Background: an optimization exercise with open tools, aiming at small area. Do not read the settings as production practice. The RTL was checked by simulation tests, not by an equivalence proof against the original design. Power is estimated from default activity; no workload was simulated.

**design.v**
```verilog
`timescale 1ns / 1ps
module motorpackage(
    input        inc,
    input        rst,
    input        en,
    input        rxin,
    input        q1a, q1b, q2a, q2b, q3a, q3b, q4a, q4b,
    input  [2:0] hall1, hall2, hall3, hall4, hall5,
    output [1:0] a1, b1, c1,
    output [1:0] a2, b2, c2,
    output [1:0] a3, b3, c3,
    output [1:0] a4, b4, c4,
    output [1:0] a5, b5, c5,
    output       tx
    );
localparam [2:0] S_IDLE = 3'd0, S_START = 3'd1, S_DATA = 3'd2, S_STOP = 3'd3, S_CLEAN = 3'd4;
reg       rx_r1, rx_r2;
reg [2:0] rx_sm;
reg [8:0] rx_cnt;       
reg [2:0] rx_idx;
reg [7:0] rx_byte;      
wire rx_end = (rx_cnt == 9'h1a8);                          
wire [8:0] rx_cnt_step = {rx_cnt[7:0], ~(rx_cnt[8] ^ rx_cnt[4])};
wire rx_dv  = (rx_sm == S_CLEAN);
always @(posedge inc) begin
    if (rst) begin
        rx_r1 <= 1'b0;
        rx_r2 <= 1'b0;
    end else begin
        rx_r1 <= rxin;
        rx_r2 <= rx_r1;
    end
end
always @(posedge inc) begin
    if (rst) begin
        rx_sm  <= S_IDLE;
    end else begin
        case (rx_sm)
            S_IDLE: begin
                rx_cnt <= 9'h1d4;                           
                rx_idx <= 3'd0;
                if (!rx_r2) rx_sm <= S_START;
            end
            S_START: begin
                if (rx_end) begin
                    rx_cnt <= 9'd0;
                    rx_sm  <= rx_r2 ? S_IDLE : S_DATA;
                end else
                    rx_cnt <= rx_cnt_step;
            end
            S_DATA: begin
                if (rx_end) begin
                    rx_cnt <= 9'd0;
                    rx_idx <= rx_idx + 1'b1;
                    if (rx_idx == 3'd7) rx_sm <= S_STOP;
                end else
                    rx_cnt <= rx_cnt_step;
            end
            S_STOP: begin
                if (rx_end) begin
                    rx_cnt <= 9'd0;
                    rx_sm  <= S_CLEAN;
                end else
                    rx_cnt <= rx_cnt_step;
            end
            default: rx_sm <= S_IDLE;
        endcase
    end
end
always @(posedge inc)
    if (rx_sm == S_DATA && rx_end) rx_byte <= {rx_r2, rx_byte[7:1]};
reg [1:0] set_cnt;
reg [3:0] dir;
reg       dv_d;
reg [6:0] spd [0:3];
always @(posedge inc) begin
    if (rst) set_cnt <= 2'd0;
    else if (en && rx_dv) set_cnt <= set_cnt + 1'b1;
end
always @(posedge inc) dv_d <= rx_dv & en & ~rst;
genvar gi;
generate for (gi = 0; gi < 4; gi = gi + 1) begin : g_set
    always @(posedge inc) begin
        if (rst || !en) dir[gi] <= 1'b0;
        else if (rx_dv && set_cnt == gi) dir[gi] <= rx_byte[7];
    end
    always @(posedge inc) begin
        if (rst || !en) spd[gi] <= 7'd0;
        else if (dv_d && set_cnt == ((gi + 1) & 3)) spd[gi] <= rx_byte[6:0];
    end
end endgenerate
reg [15:0] ticker;
reg        tk_pre, tk_last, tk_first, tk_b;
wire       tk_m1 = (ticker == 16'hc097);                    
always @(posedge inc) begin
    if (rst || !en || tk_last) ticker <= 16'd0;
    else ticker <= {ticker[14:0], ~(ticker[15] ^ ticker[14] ^ ticker[12] ^ ticker[3])};
end
always @(posedge inc) begin
    tk_pre   <= tk_m1 & en & ~rst;
    tk_last  <= tk_pre & en & ~rst;
    tk_b     <= tk_last & en & ~rst;
    tk_first <= rst | ~en | tk_last;
end
wire click1 = tk_pre | tk_last;    
wire click2 = tk_first;            
reg hz;
always @(posedge inc) begin
    if (rst || !en) hz <= 1'b1;
    else if (click1) hz <= 1'b0;
end
reg [8:0] pdiv;
always @(posedge inc) begin
    if (rst) pdiv <= 9'd0;
    else pdiv <= {pdiv[7:0], ~(pdiv[8] ^ pdiv[4]) ^ (&pdiv[7:0])};    
end
wire pstep = (pdiv == 9'h0ab) & en;                        
reg  [6:0] ptmp;
wire [6:0] ptmp_next = ptmp + 1'b1;
always @(posedge inc) begin
    if (rst) ptmp <= 7'd0;
    else if (pstep) ptmp <= ptmp_next;
end
wire [7:0] enc1, enc2, enc3, enc4;
wire [3:0] pwm_out;
wire [7:0] tot1_n, tot2_n, tot3_n, tot4_n;
mp_dec dec1 (.clk(inc), .rst(rst), .en(en), .qa(q1a), .qb(q1b), .click1(click1), .click2(click2), .tot_n(tot1_n));
mp_dec dec2 (.clk(inc), .rst(rst), .en(en), .qa(q2a), .qb(q2b), .click1(click1), .click2(click2), .tot_n(tot2_n));
mp_dec dec3 (.clk(inc), .rst(rst), .en(en), .qa(q3a), .qb(q3b), .click1(click1), .click2(click2), .tot_n(tot3_n));
mp_dec dec4 (.clk(inc), .rst(rst), .en(en), .qa(q4a), .qb(q4b), .click1(click1), .click2(click2), .tot_n(tot4_n));
assign enc1 = ~tot1_n;
assign enc2 = ~tot2_n;
assign enc3 = ~tot3_n;
assign enc4 = ~tot4_n;
mp_pair pid12 (.clk(inc), .rst(rst), .en(en), .tk_m1(tk_m1), .tk_pre(tk_pre), .tk_last(tk_last),
               .tk_b(tk_b), .hz(hz), .spd_x(spd[0]), .tot_x_n(tot1_n), .spd_y(spd[1]), .tot_y_n(tot2_n),
               .pstep(pstep), .ptmp_next(ptmp_next), .k_x(pwm_out[0]), .k_y(pwm_out[1]));
mp_pair pid34 (.clk(inc), .rst(rst), .en(en), .tk_m1(tk_m1), .tk_pre(tk_pre), .tk_last(tk_last),
               .tk_b(tk_b), .hz(hz), .spd_x(spd[2]), .tot_x_n(tot3_n), .spd_y(spd[3]), .tot_y_n(tot4_n),
               .pstep(pstep), .ptmp_next(ptmp_next), .k_x(pwm_out[2]), .k_y(pwm_out[3]));
mp_gate gd1 (.pwm(pwm_out[0]), .d(dir[0]), .h(hall1), .a(a1), .b(b1), .c(c1));
mp_gate gd2 (.pwm(pwm_out[1]), .d(dir[1]), .h(hall2), .a(a2), .b(b2), .c(c2));
mp_gate gd3 (.pwm(pwm_out[2]), .d(dir[2]), .h(hall3), .a(a3), .b(b3), .c(c3));
mp_gate gd4 (.pwm(pwm_out[3]), .d(dir[3]), .h(hall4), .a(a4), .b(b4), .c(c4));
mp_gate gd5 (.pwm(1'b1),       .d(1'b1),   .h(hall5), .a(a5), .b(b5), .c(c5));
reg [8:0] tdiv;
reg [3:0] tcnt;
reg       tx_reg;
reg [7:0] tser;
reg [1:0] tsel;
wire ttick = (tdiv == 9'h1a8);         
wire tflag = (tcnt == 4'd1);
always @(posedge inc) begin
    if (rst) tdiv <= 9'h1d4;               
    else if (ttick) tdiv <= 9'd0;
    else tdiv <= {tdiv[7:0], ~(tdiv[8] ^ tdiv[4])};
end
always @(posedge inc) begin
    if (rst) begin
        tcnt   <= 4'd0;
        tx_reg <= 1'b1;
    end else if (ttick) begin
        case (tcnt)
            4'd0: begin tx_reg <= 1'b0;         tcnt <= 4'd1; end
            4'd1: begin tx_reg <= tser[0];      tcnt <= 4'd2; end
            4'd2: begin tx_reg <= tser[1];      tcnt <= 4'd3; end
            4'd3: begin tx_reg <= tser[2];      tcnt <= 4'd4; end
            4'd4: begin tx_reg <= tser[3];      tcnt <= 4'd5; end
            4'd5: begin tx_reg <= tser[4];      tcnt <= 4'd6; end
            4'd6: begin tx_reg <= tser[5];      tcnt <= 4'd7; end
            4'd7: begin tx_reg <= tser[6];      tcnt <= 4'd8; end
            4'd8: begin tx_reg <= tser[7];      tcnt <= 4'd9; end
            4'd9: begin tx_reg <= 1'b1;         tcnt <= 4'd0; end
            default: ;
        endcase
    end
end
assign tx = tx_reg;
always @(posedge inc) begin
    if (rst) tsel <= 2'd0;
    else if (en && tflag) tsel <= tsel + 1'b1;
end
always @(posedge inc) begin
    if (!en) tser <= 8'd0;
    else if (tflag) begin
        case (tsel)
            2'd0: tser <= enc1;
            2'd1: tser <= enc2;
            2'd2: tser <= enc3;
            default: tser <= enc4;
        endcase
    end
end
endmodule
module mp_dec(
    input        clk,
    input        rst,
    input        en,
    input        qa, qb,
    input        click1,
    input        click2,
    output [7:0] tot_n        
    );
reg [2:0] qs;             
reg [7:0] cnt, tot_r;
always @(posedge clk) begin
    if (rst) qs <= 3'd0;
    else qs <= {qs[1:0], qa ^ qb};
end
wire cen = qs[1] ^ qs[2];
always @(posedge clk) begin
    if (rst || !en || click2) cnt <= 8'd0;
    else if (cen) cnt <= cnt + 1'b1;
end
always @(posedge clk) begin
    if (rst || !en) tot_r <= 8'hff;
    else if (click1) tot_r <= ~cnt;
end
assign tot_n = tot_r;
endmodule
module mp_pair(
    input        clk,
    input        rst,
    input        en,
    input        tk_m1,       
    input        tk_pre,      
    input        tk_last,     
    input        tk_b,        
    input        hz,          
    input  [6:0] spd_x,       
    input  [7:0] tot_x_n,     
    input  [6:0] spd_y,
    input  [7:0] tot_y_n,
    input        pstep,
    input  [6:0] ptmp_next,
    output       k_x,
    output       k_y
    );
wire [7:0] ex_n, ey_n;
mp_rca #(8) u_ex (.a({1'b0, spd_x}), .b(tot_x_n), .ci(1'b1), .s(ex_n));
mp_rca #(8) u_ey (.a({1'b0, spd_y}), .b(tot_y_n), .ci(1'b1), .s(ey_n));
reg [7:0] ex, ey;
always @(posedge clk) ex <= ex_n;
always @(posedge clk) if (!tk_last) ey <= ey_n;
reg  [7:0]  epx, epy;       
reg  [13:0] pox, poy;       
reg  [13:0] pmx, pmy;       
reg  [6:0]  wy;             
wire [13:0] o_in = tk_m1 ? poy : tk_b ? pmy : pox;
wire [7:0]  e_in = tk_m1 ? ey_n : tk_b ? ey : ex;
wire [7:0]  p_in = (tk_m1 | tk_b) ? epy : epx;
wire [13:0] o_m = hz ? 14'd0 : o_in;
wire [8:0]  t1;
wire [9:0]  t2;
mp_rca #(9)  u_t1 (.a({e_in[7], e_in}), .b(~{p_in[7], p_in}), .ci(1'b1), .s(t1));
mp_rca #(10) u_t2 (.a({{2{e_in[7]}}, e_in}), .b({p_in[7], p_in, 1'b0}), .ci(1'b0), .s(t2));
wire [14:0] cx = {o_m[13], o_m};
wire [14:0] cy = {{2{t1[8]}}, t1, 4'b0};
wire [14:0] cz = {{5{t2[9]}}, t2};
wire [14:0] cs = cx ^ cy ^ cz;
wire [14:0] cc = (cx & cy) | (cz & (cx ^ cy));
wire [14:0] sum;
mp_rca #(15) u_sum (.a(cs), .b({cc[13:0], 1'b0}), .ci(1'b0), .s(sum));
wire [13:0] sat  = (sum[14] != sum[13]) ? {sum[14], {13{~sum[14]}}} : sum[13:0];
wire click1 = tk_pre | tk_last;
always @(posedge clk) begin
    if (rst) begin
        pox <= 14'd0;
        pmx <= 14'd0;
    end else if (en && click1) begin
        pox <= pmx;
        pmx <= sat;
    end
end
always @(posedge clk) begin
    if (rst || !en) epx <= 8'd0;
    else if (click1) epx <= ex;
end
always @(posedge clk) begin
    if (rst) poy <= 14'd0;
    else if (tk_m1) poy <= sat;
end
always @(posedge clk) begin
    if (rst) pmy <= 14'd0;
    else if (tk_last && !en) pmy <= poy;
    else if (tk_b) pmy <= sat;
end
always @(posedge clk) begin
    if (rst || !en) epy <= 8'd0;
    else if (tk_m1) epy <= ey_n;
    else if (tk_b) epy <= ey;
end
wire [6:0] duty_x = pox[13] ? 7'd0 : (|pox[12:7]) ? 7'd127 : pox[6:0];
wire [6:0] cl_pm  = pmy[13] ? 7'd0 : (|pmy[12:7]) ? 7'd127 : pmy[6:0];
wire [6:0] cl_po  = poy[13] ? 7'd0 : (|poy[12:7]) ? 7'd127 : poy[6:0];
always @(posedge clk) begin
    if (rst) wy <= 7'd0;
    else if (en && tk_pre) wy <= cl_pm;
    else if (en && tk_last) wy <= cl_po;
end
reg kx, ky;
always @(posedge clk) begin
    if (rst) begin
        kx <= 1'b0;
        ky <= 1'b0;
    end else if (pstep) begin
        kx <= (ptmp_next < duty_x);
        ky <= (ptmp_next < wy);
    end
end
assign k_x = kx;
assign k_y = ky;
endmodule
module mp_gate(
    input        pwm,
    input        d,
    input  [2:0] h,
    output [1:0] a,
    output [1:0] b,
    output [1:0] c
    );
wire e = h[0];
wire f = h[1];
wire g = h[2];
assign a = pwm ? {((~d&e&~f)|(d&~e&f)), ((~d&~f)|(e&f)|(d&~e))} : 2'b01;
assign b = pwm ? {((~d&f&~g)|(d&~f&g)), ((~d&~g)|(f&g)|(d&~f))} : 2'b01;
assign c = pwm ? {((~d&~e&g)|(d&e&~g)), ((~d&~e)|(e&g)|(d&~g))} : 2'b01;
endmodule
module mp_rca #(parameter W = 8) (
    input  [W-1:0] a,
    input  [W-1:0] b,
    input          ci,
    output [W-1:0] s
    );
wire [W:0] c;
assign c[0] = ci;
genvar i;
generate for (i = 0; i < W; i = i + 1) begin : g_bit
    assign s[i]   = a[i] ^ b[i] ^ c[i];
    assign c[i+1] = (a[i] & b[i]) | (c[i] & (a[i] ^ b[i]));
end endgenerate
endmodule
```
**flow/run.sh**
```bash
#!/bin/bash
# Layout flow: the standard synthesis, then the combinational logic of
# its netlist re-mapped for area (flow/remap.sh: registers, adder cells and
# names kept), then the standard layout steps with two options changed:
#  - the port buffers inserted at placement are the smallest buffer
#    (every input and output port still gets its own buffer);
#  - clock tree synthesis adds no dummy loads.
# Logs: standard_synth.log and standard.log (make), remap.log (yosys),
# and each ORFS step's own log under orfs/logs.
set -euo pipefail
HERE=$(pwd)
R=$HERE/orfs/results/sky130hd/motorpackage/base
LIB=$FLOW_HOME/platforms/sky130hd/lib/sky130_fd_sc_hd__tt_025C_1v80.lib
YOSYS=$FLOW_HOME/../tools/install/yosys/bin/yosys
[ -x "$YOSYS" ] || YOSYS=$(command -v yosys)

export BUFFER_PORTS_ARGS="-buffer_cell sky130_fd_sc_hd__buf_1"
export CTS_ARGS="-sink_clustering_enable -repair_clock_nets -sink_clustering_size 25 -sink_clustering_max_diameter 80 -buf_list sky130_fd_sc_hd__clkbuf_16 -dont_use_dummy_load"

bash standard.sh synth > standard_synth.log 2>&1
cp "$R/1_2_yosys.v" "$HERE/1_2_yosys_standard.v"
bash flow/remap.sh "$HERE/1_2_yosys_standard.v" "$R/1_2_yosys.v" "$LIB" "$YOSYS" "$HERE/remap.log"
rm -f "$R/1_synth.odb" "$R/1_synth.sdc"
bash standard.sh > standard.log 2>&1
```
**flow/remap.sh**
```bash
#!/bin/bash
# Re-maps the combinational logic of the standard synthesis netlist
# (adder cells included) for area with ABC's area mapper (amap, repeated).
# Registers and port names are kept as the standard synthesis made them.
# usage: remap.sh IN.v OUT.v LIBERTY YOSYS LOGFILE
set -euo pipefail
IN=$1; OUT=$2; LIB=$3; YOSYS=$4; LOG=$5
# cells the mapper may not use: ORFS's dont-use list plus clock, delay,
# tie, and special-purpose cells
DU=""
for c in $(grep -o 'cell *( *"\?sky130_fd_sc_hd__[a-z0-9_]*' "$LIB" | sed 's/.*(\s*"\?//' \
           | grep -E 'lpflow|probe|clk|dly|diode|tap|fill|decap|conb|macro|buf_16|bufbuf|sdf|sedf|dfb|dfr|dfs|dlx|dlr|dlc|einv|ebuf'); do
  DU="$DU -dont_use $c"
done
KEEP=$(grep -o 'sky130_fd_sc_hd__\(df\|edf\|conb_\)[a-z0-9_]*' "$IN" | sort -u | tr '\n' ' ')
cat > remap.ys <<EOS
read_liberty -ignore_miss_func $LIB
read_verilog $IN
hierarchy -top motorpackage
setattr -mod -set keep_hierarchy 1 $KEEP
flatten
opt_clean
tee -o remap_before.txt stat -liberty $LIB
abc -liberty $LIB $DU -script +strash;dch;amap;strash;dch;amap;strash;dch;amap;strash;dch;amap;strash;dch;amap;strash;dch;amap;topo
opt_clean -purge
hilomap -singleton -hicell sky130_fd_sc_hd__conb_1 HI -locell sky130_fd_sc_hd__conb_1 LO
insbuf -buf sky130_fd_sc_hd__buf_1 A X
opt_clean -purge
tee -o remap_after.txt stat -liberty $LIB
select motorpackage
write_verilog -noattr -nohex -nodec -selected $OUT
EOS
"$YOSYS" -s remap.ys > "$LOG" 2>&1
```
**standard.sh**
```bash
#!/bin/bash
# synth_recipe.tcl (not shown) runs the flow's synth.tcl, then flattens the netlist and writes it again
# the make line also repeats each setting of config.mk as NAME=value (left out here)
make -C /OpenROAD-flow-scripts/flow DESIGN_CONFIG=/design/flow/config.mk WORK_HOME=/design/flow/orfs CLKGATE_MAP_FILE= SYNTH_SCRIPT=/design/flow/synth_recipe.tcl "${@:-finish}"
```
**config.mk**
```make
export PLATFORM = sky130hd
export DESIGN_NAME = motorpackage
export DESIGN_NICKNAME = motorpackage
export VERILOG_FILES = /design/flow/design.v
export SDC_FILE = /design/flow/constraint.sdc
export NUM_CORES = 4
export LEC_CHECK = 0
export ABC_AREA = 1
export CAP_MARGIN = 20
export CORE_MARGIN = 2
export CORE_UTILIZATION = 60
export CTS_BUF_LIST = sky130_fd_sc_hd__clkbuf_16
export CTS_CLUSTER_DIAMETER = 80
export CTS_CLUSTER_SIZE = 25
export GPL_TIMING_DRIVEN = 1
export SLEW_MARGIN = 20
```
**constraint.sdc**
```tcl
create_clock -name core_clock -period 10.0 [get_ports {inc}]
set_input_delay 2.0000 -clock core_clock [delete_from_list [all_inputs] [get_ports {inc}]]
set_output_delay 2.0000 -clock core_clock [all_outputs]
set_load 0.01 [all_outputs]
```
==> results of run 1 <==
[metrics by stage]
stage	area [µm²]	std cells	worst slack, ps	util (%)	total power [W]
final	19000	2767	1770	65.9	0.00259
after global routing	19000	2767	691	65.9	0.00267
after CTS	19000	2767	1910	65.9	0.00260
after detailed placement	18500	2747	2010	64.2	0.00179
after global placement	18500	2747	2230	64.2	0.00178
after floorplan	17600	2284	644	-	0.00174
[power by group]
| group | leakage [nW] | total (W) | switching [W] | internal, W |
|---|---|---|---|---|
| clock network | 0.246 | 0.000838 | 0.000479 | 0.000358 |
| logic | 3.39 | 0.000126 | 0.0000873 | 0.0000389 |
| registers | 3.25 | 0.00163 | 0.0000158 | 0.00161 |
[layer usage]
layer	track usage, %	up-vias	wire length [µm]
li1	-	8385	-
met1	39.3	7610	20600
met2	49.7	600	21100
met3	2.79	93	2580
met4	8.92	0	1340
met5	0	-	0
[worst min path at each step]
stage,start,end,cells after the start
floorplan,tdiv[6],tdiv[7],1
global placement,pdiv[1],pdiv[2],2
detailed placement,pdiv[1],pdiv[2],2
CTS,pdiv[1],pdiv[2],2
global route,dec3.qs[0],dec3.qs[1],1
finish,pdiv[1],pdiv[2],2
[worst reg2reg max path: cells and delay by family, from the launching register on]
family | cells | cell delay [ps]
AO/OA/AOI/OAI | 15 | 3590
flip-flops | 1 | 320
buffers and inverters | 6 | 1410
AND/OR/NAND/NOR | 17 | 2730
[area by class of cell]
| cell class | count | area share [%] |
|---|---|---|
| sequential | 391 | 43.2 |
| timing repair buffer | 79 | 2.02 |
| multi-input combinational | 1654 | 44.9 |
| inverter | 239 | 4.73 |
| clock buffer | 20 | 2.64 |
| tap | 384 | 2.53 |
==> notes.md, run 1 <==
CP peak stage delay: 540 ps
Initial DRT Pass Iterations: 8
Setup Crit Path Kind: flip-flop to flip-flop
Worst path slowest cell: nand2_1
FILL cells: 2,480
Worst-Skew Late Latency: 560 ps
Arrival @ worst endpoint: 8600 ps
Minimum clock period: 8230 ps
Yosys warning count: 5
HP Class: flip-flop to flip-flop
First-pass GRT wire length: 74.7 mm
Max frequency: 122 MHz
Crit path launch: ticker[11]
Syn_area_per_cell: 7.69 µm²
Drt drc: 0
Layout net count: 2,412
Largest register FFs: 28
Clock Tree Buf Depth: 3
Area of the multi-input gates: 0.00852 mm²
Commonest non-fill, non-tap cell in the layout: nor2_1
Dpl hpwl: 32.2 mm
Unrepaired setup endpoints after global routing: false
R2r setup slk: 1770 ps
Core area: 0.0288 mm²
Synth Net Count: 2,311
Initial antenna violation count: 0
Die ar.: 0.0307 mm²
Layout area overhead: 7.97%
Postcts setup bufs: 0
Initial drt markers: 1,697
Biggest registers after layout: spd (28), ticker (16)
Vias in the first global route: 15,100
Max IR drop VDD: 0.122 mV
# IOs: 58
Worst R2R End: pid12.pmy[3]
WHS: 439 ps
Via count: 16,700
Crit path max-delay family: compound AO/OA/AOI/OAI gates
Routed len/inst: 16.5 µm
Root Buffer: clkbuf_16
CP most frequent cell: nor2_1
DIE WIDTH: 175 µm
Cts bufs inserted: 20
CP bufs+invs: 6
Commonest non-fill, non-tap cells in the layout: 543 x nor2_1, 355 x dfxtp_1, 238 x inv_1
Final wirelength: 45.6 mm
Fin Setup TNS: 0 ps
H-tree depth: 1
Layout cells sized above 1: 2.18%
Final hold violation count: 0
Num rows: 62
Clock skew: 84.4 ps
Critical Path Stages: 38
Cell Pwr Density: 137 mW/mm²
FF+latch area: 0.00819 mm²
Clock-pin slew on the worst setup and hold paths: 90 ps
Crit path required time: 10,370 ps
Worst-Margin Slew: 1100 ps
Post-cts sizing count: 0
Clock Sinks: 391
Hold_buf cts: 0
Cells after synthesis: 2,284
CP Max Fanout: 53
Number of max-cap violations: 0
Antenna cell count: 0
Vias per inst: 6.03
Status: no timing/DRC/antenna violations
ANT nets after route: 0
Die Y: 175 µm
Setup violators final: 0
Cell Area, Synth: 0.0176 mm²
Worst Setup End Kind: flip-flop
Reg-to-Reg Start: ticker[11]
R2R depth: 38
GP Congestion: 0.945
Most flops, register: spd
Port bufs: 57
Final Cycle Share: 82.3%
CTS tree: built
Largest net degree at the start of global routing: 88
Slew Limit Headroom: 26.8%
Final global-route overflow total: 0
Final Max Slew Viols: 0
Pleak: 6.89 nW
Initial Utilization: 61.0%
CP Launch Type: flip-flop
Crit path capture: pid12.pmy[3]
GRT Total Usage: 29.2%
==> inputs of run 2 (changes only) <==
--- a/config.mk
+++ b/config.mk
@@ -8,7 +8,7 @@
 export ABC_AREA = 1
 export CAP_MARGIN = 20
 export CORE_MARGIN = 2
-export CORE_UTILIZATION = 60
+export CORE_UTILIZATION = 40
 export CTS_BUF_LIST = sky130_fd_sc_hd__clkbuf_16
 export CTS_CLUSTER_DIAMETER = 80
 export CTS_CLUSTER_SIZE = 25
==> run 2 against run 1 <==
- clock-buffer cell count is 1 higher
- clock power is 4.4% higher
- register-to-register slack gained 50 ps
- largest cell class unchanged
- sequential share of layout area fell by 0.63 points
==> notes.md, run 2 <==
Status: no timing/DRC/antenna violations
Largest register FFs: 28 (unchanged)
CP most frequent cell: nor2_1
CP Max Fanout: 54 (+1.9%)
Crit path required time: 10,430 ps (+60 ps)
Final Cycle Share: 81.8% (-0.50 points)
Largest net degree at the start of global routing: 86 (-2.3%)
Final wirelength: 48.3 mm (+6.0%)
GR peak layer: met2
Routed len/inst: 16.3 µm (-1.3%)
Antenna cell count: 0 (unchanged)
Arrival @ worst endpoint: 8610 ps (about the same)
Setup Crit Path Kind: flip-flop to flip-flop
Commonest non-fill, non-tap cell in the layout: nor2_1
Final Max Slew Viols: 0 (unchanged)
Root Buffer: clkbuf_16
First-pass GRT wire length: 77.5 mm (+3.7%)
WHS: 423 ps (-16.6 ps)
Initial DRT Pass Iterations: 8 (unchanged)
Worst-Margin Slew: 893 ps (-204 ps)
Area of the multi-input gates: 0.00852 mm² (about the same)
Postcts setup bufs: 0 (unchanged)
Slew Limit Headroom: 40.3% (+13 points)
# IOs: 58 (unchanged)
CP Launch Type: flip-flop
Cell Pwr Density: 137 mW/mm² (about the same)
Met3 Track Usage GR: 2.58% (-0.21 points)
Clock Sinks: 391 (unchanged)
FF+latch area: 0.00819 mm² (unchanged)
CTS tree: built
Syn_area_per_cell: 7.69 µm² (unchanged)
Via count: 16,600 (-0.77%)
H-tree depth: 1 (unchanged)
HP Class: flip-flop to flip-flop
Reg-to-Reg Start: ticker[11]
ANT nets after route: 0 (unchanged)
Clock Tree Buf Depth: 3 (unchanged)
Cell Area, Synth: 0.0176 mm² (unchanged)
Unrepaired setup endpoints after global routing: false
Clock-pin slew on the worst setup and hold paths: 100 ps (about the same)
Yosys warning count: 5 (unchanged)
Commonest non-fill, non-tap cells in the layout: 544 x nor2_1, 355 x dfxtp_1, 237 x inv_1
Biggest registers after layout: spd (28), ticker (16)
R2R depth: 39 (+2.6%)
Clock skew: 75.9 ps (-8.59 ps)
Initial drt markers: 1,380 (-19%)
Worst-Skew Late Latency: 560 ps (about the same)
Cells after synthesis: 2,284 (unchanged)
Post-cts sizing count: 0 (unchanged)
Layout cells sized above 1: 2.22% (+0.040 points)
Worst R2R End: pid34.pmy[4]
Final global-route overflow total: 0 (unchanged)
FILL cells: 4,362 (+76%)
Port bufs: 57 (unchanged)
Num rows: 76 (+23%)
Met2 usage: 34.6% (-15 points)
Minimum clock period: 8180 ps (-50.2 ps)
Worst Setup End Kind: flip-flop
DIE WIDTH: 214 µm (+22%)
Pleak: 6.90 nW (+0.14%)
Most flops, register: spd
Cts bufs inserted: 21 (+5.0%)
R2r setup slk: 1820 ps (+50 ps)
Dpl hpwl: 33.9 mm (+5.4%)
GRT Total Usage: 20.9% (-8.3 points)
Vias in the first global route: 15,100 (-0.17%)
Vias per inst: 5.58 (-7.5%)
Crit path capture: pid34.pmy[4]
Setup violators final: 0 (unchanged)
Crit path launch: ticker[11]
Max frequency: 122 MHz (+0.61%)
Number of max-cap violations: 0 (unchanged)
GP Congestion: 0.839 (-11%)
Synth Net Count: 2,311 (unchanged)
Final hold violation count: 0 (unchanged)
Layout area overhead: 9.57%
Max IR drop VDD: 0.106 mV (-13%)
Core area: 0.0432 mm² (+50%)
Drt drc: 0 (unchanged)
Layout net count: 2,414 (+0.083%)
Die ar.: 0.0456 mm² (+49%)
M1 GR Usage: 28.1% (-11 points)
Fin Setup TNS: 0 ps (unchanged)
CP peak stage delay: 700 ps (+160 ps)
Hold_buf cts: 0 (unchanged)
Worst path slowest cell: nor2b_1
Hold path start: ticker[8]
Initial antenna violation count: 0 (unchanged)
Initial Utilization: 40.7% (-20 points)
Die Y: 214 µm (+22%)
-- run 2: worst max-delay path: cells and delay by family (launching register included) --
family	cells	cell delay (ps)
AND/OR/NAND/NOR	16	2880
AO/OA/AOI/OAI	17	3470
buffers and inverters	6	1300
flip-flops	1	320
-- run 2: worst min-delay path by stage --
stage / slack (ps) / cells past startpoint / endpoint
floorplan: 410 / 1 / tdiv[7]
global placement: 420 / 1 / dec1.qs[1]
detailed placement: 430 / 2 / pdiv[2]
CTS: 420 / 2 / ticker[9]
global route: 440 / 2 / ticker[9]
finish: 420 / 2 / ticker[9]
-- run 2: metrics by stage --
stage	utilization, %	total power (W)	worst slack (ps)	cell area (µm²)	std cells
floorplan	-	0.00174	644	17600	2284
global placement	43.4	0.00179	2060	18700	2949
detailed placement	43.4	0.00179	1930	18700	2949
CTS	44.6	0.00266	1850	19200	2970
global route	44.6	0.00273	782	19200	2970
finish	44.6	0.00263	1820	19200	2970
-- run 2: final cells by class --
| type | count | area share [%] |
|---|---|---|
| sequential | 391 | 42.5 |
| inverter | 239 | 4.66 |
| tap | 585 | 3.80 |
| clock buffer | 21 | 2.73 |
| multi-input combinational | 1654 | 44.2 |
| timing repair buffer | 80 | 2.03 |
-- run 2: layer usage --
layer,vias to the layer above,part of all wire [%]
met1,7641,46
li1,8381,-
met3,98,5.3
met2,440,45
met5,-,0
met4,0,3.5
-- run 2: power breakdown --
part           internal, W  switching [W]
sequential         0.00161      0.0000160
clock             0.000376       0.000499
combinational    0.0000391      0.0000879
==> inputs of run 3 (changes only) <==
--- a/flow/run.sh
+++ b/flow/run.sh
@@ -15,7 +15,7 @@
 [ -x "$YOSYS" ] || YOSYS=$(command -v yosys)
 
 export BUFFER_PORTS_ARGS="-buffer_cell sky130_fd_sc_hd__buf_1"
-export CTS_ARGS="-sink_clustering_enable -repair_clock_nets -sink_clustering_size 25 -sink_clustering_max_diameter 80 -buf_list sky130_fd_sc_hd__clkbuf_16 -dont_use_dummy_load"
+export CTS_ARGS="-sink_clustering_enable -repair_clock_nets -sink_clustering_size 30 -sink_clustering_max_diameter 90 -buf_list sky130_fd_sc_hd__clkbuf_16 -dont_use_dummy_load"
 
 bash standard.sh synth > standard_synth.log 2>&1
 cp "$R/1_2_yosys.v" "$HERE/1_2_yosys_standard.v"
==> run 3 against run 2 <==
- worst setup slack better by 14 ps
- largest cell class unchanged
- clock power fell by 4.3%
- sequential power about the same
- final cell count hardly changed
- worst hold slack gained 13 ps
- global-route usage is essentially flat
- wire length rose by 0.19%
- maximum frequency up 0.17%
- die area did not move
- sequential share of layout area increased by 0.11 points
- critical path depth up 3
- sequential cell count did not move
==> notes.md, run 3 <==
Critical Path Stages: 42 (+7.7%)
Largest register FFs: 28 (unchanged)
GRT Total Usage: 20.9% (about the same)
Crit path max-delay family: compound AO/OA/AOI/OAI gates
Max IR drop VDD: 0.107 mV (+0.97%)
Hold path depth: 2 (unchanged)
Area of the multi-input gates: 0.00852 mm² (unchanged)
Die Y: 214 µm (unchanged)
CTS tree: built
Cts bufs inserted: 19 (-9.5%)
R2r setup slk: 1840 ps (about the same)
Power, Total: 0.00259 W (-1.5%)
Initial drt markers: 1,370 (-0.72%)
Worst path slowest cell: buf_4
Routed len/inst: 16.3 µm (+0.26%)
Clock-pin slew on the worst setup and hold paths: 110 ps (about the same)
Crit path required time: 10,390 ps (-40 ps)
WHS: 435 ps (+12.5 ps)
Biggest registers after layout: spd (28), ticker (16)
Largest net degree at the start of global routing: 86 (unchanged)
Num rows: 76 (unchanged)
Final Max Slew Viols: 0 (unchanged)
CP most frequent cell: nor2_1
Worst-Skew Late Latency: 550 ps (about the same)
Commonest non-fill, non-tap cell in the layout: nor2_1
Final core area utilization: 44.5% (-0.12 points)
Synth Net Count: 2,311 (unchanged)
Dpl hpwl: 33.9 mm (unchanged)
Cells after synthesis: 2,284 (unchanged)
Vias per inst: 5.57 (-0.10%)
Most flops, register: spd
Final Cycle Share: 81.6% (-0.14 points)
Post-cts sizing count: 0 (unchanged)
Antenna cell count: 0 (unchanged)
DIE WIDTH: 214 µm (unchanged)
GP Congestion: 0.839 (unchanged)
ANT nets after route: 0 (unchanged)
Initial antenna violation count: 0 (unchanged)
Layout cells sized above 1: 2.14% (-0.082 points)
Post-Place Cells: 2,949 (unchanged)
Initial Utilization: 40.7% (unchanged)
Via count: 16,500 (-0.17%)
H-tree depth: 1 (unchanged)
Drt drc: 0 (unchanged)
CP bufs+invs: 9 (+3)
Layout area overhead: 9.29%
Setup Crit Path Kind: flip-flop to flip-flop
Postcts setup bufs: 0 (unchanged)
Unrepaired setup endpoints after global routing: false
CP Launch Type: flip-flop
Pleak: 6.87 nW (-0.36%)
HP Class: flip-flop to flip-flop
CP peak stage delay: 540 ps (-160 ps)
Commonest non-fill, non-tap cells in the layout: 544 x nor2_1, 355 x dfxtp_1, 237 x inv_1
Layout net count: 2,412 (-0.083%)
Yosys warning count: 5 (unchanged)
Slew Limit Headroom: 40.5% (+0.24 points)
Initial DRT Pass Iterations: 9 (+1)
Clock Tree Buf Depth: 3 (unchanged)
Final global-route overflow total: 0 (unchanged)
Cell Pwr Density: 135 mW/mm² (-1.2%)
Die ar.: 0.0456 mm² (unchanged)
R2R depth: 42 (+7.7%)
Core area: 0.0432 mm² (unchanged)
Syn_area_per_cell: 7.69 µm² (unchanged)
Cell Count, Final, Fillers Out: 2,968 (-0.067%)
Clock skew: 59.5 ps (-16.4 ps)
Port bufs: 57 (unchanged)
Vias in the first global route: 15,100 (-0.0066%)
Clock Sinks: 391 (unchanged)
Root Buffer: clkbuf_16
# IOs: 58 (unchanged)
FILL cells: 4,371 (+0.21%)
Max frequency: 123 MHz (+0.17%)
Final wirelength: 48.4 mm (+0.19%)
Setup violators final: 0 (unchanged)
CP Max Fanout: 54 (unchanged)
Fin Setup TNS: 0 ps (unchanged)
First-pass GRT wire length: 77.4 mm (about the same)
Arrival @ worst endpoint: 8560 ps (-50 ps)
Hold_buf cts: 0 (unchanged)
Number of max-cap violations: 0 (unchanged)
Status: no timing/DRC/antenna violations
Worst-Margin Slew: 892 ps (-0.421 ps)
FF+latch area: 0.00819 mm² (unchanged)
Cell Area, Synth: 0.0176 mm² (unchanged)
Final hold violation count: 0 (unchanged)
Worst Setup End Kind: flip-flop
Minimum clock period: 8160 ps (-13.8 ps)
[run 3: layout make-up]
type | count | share of cell area (%)
Clock buffer | 19 | 2.48
Inverter | 239 | 4.67
Multi-Input combinational cell | 1654 | 44.4
Sequential cell | 391 | 42.6
Tap cell | 585 | 3.81
Timing Repair Buffer | 80 | 2.03
[run 3: worst register-to-register path: cells and delay by family (launching register included)]
kind            cells  cell delay [ps]
flops               1              320
compound gates     17             3930
simple gates       16             1990
buf+inv             9             1780
[run 3: where the power goes]
part | internal (W) | switching (W)
sequential | 0.00161 | 0.0000159
combinational | 0.0000391 | 0.0000874
clock | 0.000343 | 0.000494
[run 3: per-stage QoR]
| step | setup slack (ps) | cell area (µm²) |
|---|---|---|
| after CTS | 1840 | 19200 |
| after global routing | 769 | 19200 |
| final | 1840 | 19200 |
| after global placement | 2060 | 18700 |
| after detailed placement | 1930 | 18700 |
| after floorplan | 644 | 17600 |
[run 3: per-layer routing]
layer | wire length, µm | GRT usage [%]
met2 | 21600 | 34.6
met5 | 0 | 0
met4 | 1650 | 7.28
met3 | 2550 | 2.87
met1 | 22600 | 28.0
[run 3: path summary, 6_finish.rpt]
kind / from / endpoint
setup / recovery: ticker[11] / pid12.pmy[5]
hold / removal: ticker[8] / ticker[9]
setup reg to reg: ticker[11] / pid12.pmy[5]
hold reg to reg: ticker[8] / ticker[9]
==> inputs of run 4 (changes only) <==
--- a/design.v
+++ b/design.v
@@ -86,7 +86,8 @@
     end
     always @(posedge inc) begin
         if (rst || !en) spd[gi] <= 7'd0;
-        else if (dv_d && set_cnt == ((gi + 1) & 3)) spd[gi] <= rx_byte[6:0];
+        else if ((gi & 1) ? (rx_dv && set_cnt == gi) : (dv_d && set_cnt == ((gi + 1) & 3)))
+            spd[gi] <= rx_byte[6:0];
     end
 end endgenerate
 reg [15:0] ticker;
@@ -229,7 +230,7 @@
     input        hz,          
     input  [6:0] spd_x,       
     input  [7:0] tot_x_n,     
-    input  [6:0] spd_y,
+    input  [6:0] spd_y,       
     input  [7:0] tot_y_n,
     input        pstep,
     input  [6:0] ptmp_next,
@@ -241,14 +242,15 @@
 mp_rca #(8) u_ey (.a({1'b0, spd_y}), .b(tot_y_n), .ci(1'b1), .s(ey_n));
 reg [7:0] ex, ey;
 always @(posedge clk) ex <= ex_n;
-always @(posedge clk) if (!tk_last) ey <= ey_n;
+always @(posedge clk) if (!(tk_pre | tk_last)) ey <= ey_n;
 reg  [7:0]  epx, epy;       
 reg  [13:0] pox, poy;       
 reg  [13:0] pmx, pmy;       
 reg  [6:0]  wy;             
 wire [13:0] o_in = tk_m1 ? poy : tk_b ? pmy : pox;
-wire [7:0]  e_in = tk_m1 ? ey_n : tk_b ? ey : ex;
-wire [7:0]  p_in = (tk_m1 | tk_b) ? epy : epx;
+wire        sel_y = tk_m1 | tk_b;
+wire [7:0]  e_in = sel_y ? ey : ex;
+wire [7:0]  p_in = sel_y ? epy : epx;
 wire [13:0] o_m = hz ? 14'd0 : o_in;
 wire [8:0]  t1;
 wire [9:0]  t2;
@@ -287,8 +289,7 @@
 end
 always @(posedge clk) begin
     if (rst || !en) epy <= 8'd0;
-    else if (tk_m1) epy <= ey_n;
-    else if (tk_b) epy <= ey;
+    else if (sel_y) epy <= ey;
 end
 wire [6:0] duty_x = pox[13] ? 7'd0 : (|pox[12:7]) ? 7'd127 : pox[6:0];
 wire [6:0] cl_pm  = pmy[13] ? 7'd0 : (|pmy[12:7]) ? 7'd127 : pmy[6:0];
--- a/flow/run.sh
+++ b/flow/run.sh
@@ -15,7 +15,7 @@
 [ -x "$YOSYS" ] || YOSYS=$(command -v yosys)
 
 export BUFFER_PORTS_ARGS="-buffer_cell sky130_fd_sc_hd__buf_1"
-export CTS_ARGS="-sink_clustering_enable -repair_clock_nets -sink_clustering_size 30 -sink_clustering_max_diameter 90 -buf_list sky130_fd_sc_hd__clkbuf_16 -dont_use_dummy_load"
+export CTS_ARGS="-sink_clustering_enable -repair_clock_nets -sink_clustering_size 25 -sink_clustering_max_diameter 80 -buf_list sky130_fd_sc_hd__clkbuf_16 -dont_use_dummy_load"
 
 bash standard.sh synth > standard_synth.log 2>&1
 cp "$R/1_2_yosys.v" "$HERE/1_2_yosys_standard.v"
--- a/config.mk
+++ b/config.mk
@@ -8,7 +8,7 @@
 export ABC_AREA = 1
 export CAP_MARGIN = 20
 export CORE_MARGIN = 2
-export CORE_UTILIZATION = 40
+export CORE_UTILIZATION = 75
 export CTS_BUF_LIST = sky130_fd_sc_hd__clkbuf_16
 export CTS_CLUSTER_DIAMETER = 80
 export CTS_CLUSTER_SIZE = 25
==> run 4 against run 3 <==
- worst hold slack better by 8.9 ps
- area after synthesis down 0.41%
- final area down 2.1%
- combinational power down 5%
- worst setup slack worse by 200 ps
- sequential power about the same
- critical path depth down 1
- clock-buffer cell count unchanged
- largest power group unchanged
==> notes.md, run 4 <==
Post-Place Cells: 2,655 (-10%)
DIE WIDTH: 157 µm (-27%)
Clock-pin slew on the worst setup and hold paths: 90 ps (-20 ps)
HP Class: flip-flop to flip-flop
Syn_area_per_cell: 7.74 µm² (+0.69%)
Slew Limit Headroom: 31.6% (-8.9 points)
Antenna cell count: 0 (unchanged)
FF+latch area: 0.00819 mm² (unchanged)
Final hold violation count: 0 (unchanged)
Final Cycle Share: 83.6% (+2.0 points)
Status: no timing/DRC/antenna violations
# IOs: 58 (unchanged)
Cell Area, Synth: 0.0175 mm² (-0.41%)
Vias per inst: 6.51 (+17%)
CP peak stage delay: 650 ps (+110 ps)
Worst Setup End Kind: flip-flop
FILL cells: 1,534 (-65%)
Initial DRT Pass Iterations: 9 (unchanged)
WHS: 444 ps (+8.87 ps)
Die Y: 157 µm (-27%)
Area of the multi-input gates: 0.00840 mm² (-1.4%)
Fin Setup TNS: 0 ps (unchanged)
DP Area: 0.0183 mm² (-2.1%)
Layout net count: 2,390 (-0.91%)
First-pass GRT wire length: 76.3 mm (-1.4%)
Cells after synthesis: 2,259 (-1.1%)
Minimum clock period: 8360 ps (+201 ps)
Arrival @ worst endpoint: 8810 ps (+250 ps)
Biggest registers after layout: spd (28), ticker (16)
Initial drt markers: 2,064 (+51%)
Postcts setup bufs: 0 (unchanged)
Cell Pwr Density: 136 mW/mm² (+0.69%)
Commonest non-fill, non-tap cell in the layout: nor2_1
Via count: 17,400 (+5.3%)
Pleak: 6.87 nW (about the same)
Drt drc: 0 (unchanged)
Root Buffer: clkbuf_16
Final instance area: 0.0188 mm² (-2.1%)
Worst-Skew Late Latency: 530 ps (-20 ps)
Initial antenna violation count: 0 (unchanged)
Vias in the first global route: 16,000 (+6.3%)
Largest register FFs: 28 (unchanged)
CP most frequent cell: nor2_1
Final core area utilization: 82.5% (+38 points)
Yosys warning count: 5 (unchanged)
Unrepaired setup endpoints after global routing: false
Core area: 0.0228 mm² (-47%)
CP Launch Type: flip-flop
Worst-Margin Slew: 1020 ps (+132 ps)
Num rows: 55 (-28%)
Setup Crit Path Kind: flip-flop to flip-flop
Cell Count, Final, Fillers Out: 2,674 (-9.9%)
Largest net degree at the start of global routing: 97 (+13%)
Dpl hpwl: 33.2 mm (-2.1%)
Clock Sinks: 391 (unchanged)
Post-cts sizing count: 0 (unchanged)
Most flops, register: spd
Worst path slowest cell: inv_1
Setup violators final: 0 (unchanged)
Die ar.: 0.0246 mm² (-46%)
Layout area overhead: 7.47%
Synth Net Count: 2,286 (-1.1%)
Final global-route overflow total: 0 (unchanged)
Final Max Slew Viols: 0 (unchanged)
H-tree depth: 1 (unchanged)
Final wirelength: 48.1 mm (-0.57%)
Commonest non-fill, non-tap cells in the layout: 498 x nor2_1, 355 x dfxtp_1, 250 x inv_1
Port bufs: 57 (unchanged)
GP Congestion: 0.933 (+11%)
CP Max Fanout: 31 (-43%)
CTS tree: built
Max frequency: 120 MHz (-2.4%)
Max IR drop VDD: 0.192 mV (+80%)
ANT nets after route: 0 (unchanged)
Crit path required time: 10,440 ps (+50 ps)
Layout cells sized above 1: 2.12% (-0.022 points)
Routed len/inst: 18.0 µm (+10%)
Cts bufs inserted: 19 (unchanged)
Clock skew: 38.8 ps (-20.6 ps)
Number of max-cap violations: 0 (unchanged)
GRT Total Usage: 38.2% (+17 points)
Clock Tree Buf Depth: 3 (unchanged)
Initial Utilization: 76.8% (+36 points)
Hold_buf cts: 0 (unchanged)
## run 4: cell count changes in the layout (fill, tap and decap cells not counted), sizes merged, moves of 9 or more
cell    change
a22oi       +9
a32oi      -15
o22ai      -16
inv        +12
nand2      +25
nor2       -46
a211oi      +9
nor3       -19
a221oi     +25
## run 4: final timing paths
kind	from	endpoint	slack (ps)	depth (start not counted)
min reg2reg	ticker[6]	ticker[7]	440	2
min	ticker[6]	ticker[7]	440	2
max reg2reg	ticker[14]	pid34.pmx[7]	1640	41
max	ticker[14]	pid34.pmx[7]	1640	41
## run 4: through the flow
step,total power [W],setup WS (ps)
5_1_grt,0.00262,638
6_report,0.00256,1640
3_5_place_dp,0.00177,1910
3_3_place_gp,0.00177,2320
2_1_floorplan,0.00173,602
4_1_cts,0.00255,1820
## run 4: area by class of cell
| cell class | count | share of cell area (%) |
|---|---|---|
| multi-input cells | 1618 | 44.7 |
| flip-flops and latches | 391 | 43.5 |
| inverters | 250 | 4.99 |
| clock buffers | 19 | 2.53 |
| repair buffers | 83 | 2.20 |
| well taps | 313 | 2.08 |
## run 4: where the power goes
group | total [W] | switching, W | leakage (nW) | internal [W]
registers | 0.00162 | 0.0000148 | 3.25 | 0.00161
clock network | 0.000813 | 0.000471 | 0.234 | 0.000342
logic | 0.000120 | 0.0000852 | 3.39 | 0.0000345
total | 0.00256 | 0.000571 | 6.87 | 0.00199
## run 4: critical path: cells and delay by family (launching register included)
family          cells  cell delay [ps]
compound gates     14             3540
flops               1              360
simple gates       22             3180
buf+inv             5             1200
## run 4: routing by layer
layer | share of wire [%] | up-vias | global-route usage, %
met5 | 0 | - | 0
met4 | 4.8 | 0 | 19.0
met3 | 9.8 | 187 | 6.48
met2 | 47 | 963 | 64.7
met1 | 39 | 7933 | 47.1
li1 | - | 8317 | -
==> inputs of run 5 (changes only) <==
--- a/config.mk
+++ b/config.mk
@@ -8,7 +8,7 @@
 export ABC_AREA = 1
 export CAP_MARGIN = 20
 export CORE_MARGIN = 2
-export CORE_UTILIZATION = 75
+export CORE_UTILIZATION = 60
 export CTS_BUF_LIST = sky130_fd_sc_hd__clkbuf_16
 export CTS_CLUSTER_DIAMETER = 80
 export CTS_CLUSTER_SIZE = 25
==> run 5 against run 4 <==
- clock skew grew 1.0 ps
- area after synthesis is the same
- clock power is essentially flat
- sequential cell count is the same
- via count fell by 4.7%
- first-iteration DRC count fell by 25%
- worst hold slack got worse by 8.6 ps
- non-clock buffer count down 2
- global-route usage shrank 8.7 points
- core utilization down 17 points
- maximum frequency about the same
- clock-buffer cell count unchanged
==> notes.md, run 5 <==
Max IR drop VDD: 0.206 mV (+7.0%)
Final Cycle Share: 83.6% (about the same)
Initial Utilization: 61.0% (-16 points)
Commonest non-fill, non-tap cells in the layout: 497 x nor2_1, 355 x dfxtp_1, 249 x inv_1
Final wirelength: 45.8 mm (-4.8%)
Initial drt markers: 1,547 (-25%)
Most flops, register: spd
CP Launch Type: flip-flop
Final Max Slew Viols: 0 (unchanged)
Cts bufs inserted: 19 (unchanged)
Met2 routed WL: 20.9 mm (-7.1%)
Postcts setup bufs: 0 (unchanged)
Clock-pin slew on the worst setup and hold paths: 90 ps (about the same)
Core area: 0.0287 mm² (+26%)
CP peak stage delay: 510 ps (-140 ps)
Arrival @ worst endpoint: 8730 ps (-80 ps)
Initial DRT Pass Iterations: 6 (-3)
Vias in the first global route: 15,000 (-6.1%)
Layout area overhead: 7.92%
Vias per inst: 6.04 (-7.1%)
Layout cells sized above 1: 2.12% (about the same)
Setup Crit Path Kind: flip-flop to flip-flop
CP Max Fanout: 25 (-19%)
Commonest non-fill, non-tap cell in the layout: nor2_1
Worst path slowest cell: or4_1
Unrepaired setup endpoints after global routing: false
Yosys warning count: 5 (unchanged)
Cell Pwr Density: 135 mW/mm² (-0.63%)
Cell Count, Final, Fillers Out: 2,743 (+2.6%)
Crit path required time: 10,370 ps (-70 ps)
Final global-route overflow total: 0 (unchanged)
Routed len/inst: 16.7 µm (-7.2%)
Fin Setup TNS: 0 ps (unchanged)
Clock Sinks: 391 (unchanged)
Worst-Skew Late Latency: 530 ps (about the same)
Synth Net Count: 2,286 (unchanged)
Port bufs: 57 (unchanged)
Root Buffer: clkbuf_16
Clock Tree Buf Depth: 3 (unchanged)
Minimum clock period: 8360 ps (-0.510 ps)
Layout net count: 2,388 (-0.084%)
Max frequency: 120 MHz (about the same)
Biggest registers after layout: spd (28), ticker (16)
Clock skew: 39.9 ps (+1.01 ps)
Setup violators final: 0 (unchanged)
Antenna cell count: 0 (unchanged)
CP most frequent cell: o21ai_0
ANT nets after route: 0 (unchanged)
Status: no timing/DRC/antenna violations
Slew Limit Headroom: 30.2% (-1.5 points)
Die Y: 175 µm (+12%)
GRT Total Usage: 29.4% (-8.7 points)
Worst Setup End Kind: flip-flop
DIE WIDTH: 175 µm (+12%)
Via count: 16,600 (-4.7%)
GP Congestion: 0.904 (-3.0%)
Syn_area_per_cell: 7.74 µm² (unchanged)
Wl on met1: 20.3 mm (+8.7%)
Num rows: 62 (+13%)
Cell Area, Synth: 0.0175 mm² (unchanged)
Final hold violation count: 0 (unchanged)
Largest net degree at the start of global routing: 86 (-11%)
Largest register FFs: 28 (unchanged)
CTS tree: built
Die ar.: 0.0305 mm² (+24%)
Post-cts sizing count: 0 (unchanged)
Dpl hpwl: 32.7 mm (-1.5%)
Top Layer Used: met4
Hold_buf cts: 0 (unchanged)
Worst-Margin Slew: 1040 ps (+14.6 ps)
HP Class: flip-flop to flip-flop
Pleak: 6.87 nW (-0.14%)
# IOs: 58 (unchanged)
Post-Place Cells: 2,724 (+2.6%)
Cells after synthesis: 2,259 (unchanged)
Initial antenna violation count: 0 (unchanged)
Number of max-cap violations: 0 (unchanged)
Drt drc: 0 (unchanged)
H-tree depth: 1 (unchanged)
First-pass GRT wire length: 74.8 mm (-1.9%)
Met3 wire length: 2.89 mm (-39%)
==> run 5: area by class of cell <==
cell class | count | area, µm²
Clock buffer | 19 | 475
Fill cell | 2547 | 9820
Inverter | 250 | 938
Multi-Input combinational cell | 1618 | 8400
Sequential cell | 391 | 8190
Tap cell | 384 | 480
Timing Repair Buffer | 81 | 398
==> run 5: worst paths after layout <==
check	start	end	slack [ps]	cells after the start
min reg2reg	pdiv[3]	pdiv[4]	440	2
max	ticker[14]	pid12.pmy[4]	1640	36
min	pdiv[3]	pdiv[4]	440	2
max reg2reg	ticker[14]	pid12.pmy[4]	1640	36
==> run 5: power by group <==
group          internal, W  switching [W]
logic            0.0000343      0.0000818
registers          0.00161      0.0000129
clock network     0.000342       0.000471
total              0.00199       0.000566
==> run 5: worst max-delay path, delay by kind of cell (launching register included) <==
kind / cells / cell delay (ps)
and+or+nand+nor: 10 / 1510
DFF: 1 / 350
AOI/OAI and AO/OA: 20 / 4710
buffers and inverters: 6 / 1610
==> run 5: layer usage <==
layer  up-vias  global-route usage [%]
met1      7570                    38.8
met3       119                    3.37
met4         0                    10.9
li1       8295                       -
met2       597                    50.0
met5         -                       0
==> run 5: through the flow <==
step | total power, W | instance area (µm²) | hold slack [ps] | setup WS [ps] | util (%)
finish | 0.00255 | 18900 | 435 | 1640 | 65.8
global placement | 0.00177 | 18400 | 418 | 2040 | 64.1
global route | 0.00264 | 18900 | 455 | 505 | 65.8
CTS | 0.00257 | 18900 | 440 | 1730 | 65.8
detailed placement | 0.00177 | 18400 | 425 | 1810 | 64.1
floorplan | 0.00173 | 17500 | 410 | 602 | -

static timing again, ports no longer ideal:
The flow's constraints put no driver on any port. The routed layouts listed below were extracted and timed again, unchanged, in two steps. Step 1, drivers: a clkbuf_16 drives inc and a buf_2 each remaining input, both assumed. Step 2 also shifts input and output timing later by t, the mid clock arrival at the registers, as if the neighbouring blocks saw the same clock. a / b / c = ideal ports / drivers / drivers and shift; a / b = the first two.
run | shift t [ns] | setup WS [ns] | worst register clock-pin slew, ns | worst data-port slew with drivers (ns)
run 1 | 0.571 | 1.773 / 1.773 / 1.773 | 0.10 / 0.10 | 0.03
run 2 | 0.573 | 1.823 / 1.823 / 1.823 | 0.10 / 0.10 | 0.04
run 3 | 0.575 | 1.837 / 1.837 / 1.837 | 0.11 / 0.11 | 0.04
run 4 | 0.562 | 1.636 / 1.636 / 1.636 | 0.10 / 0.10 | 0.03
run 5 | 0.562 | 1.636 / 1.636 / 1.636 | 0.11 / 0.11 | 0.03
After both steps setup and hold are still met in every run listed.
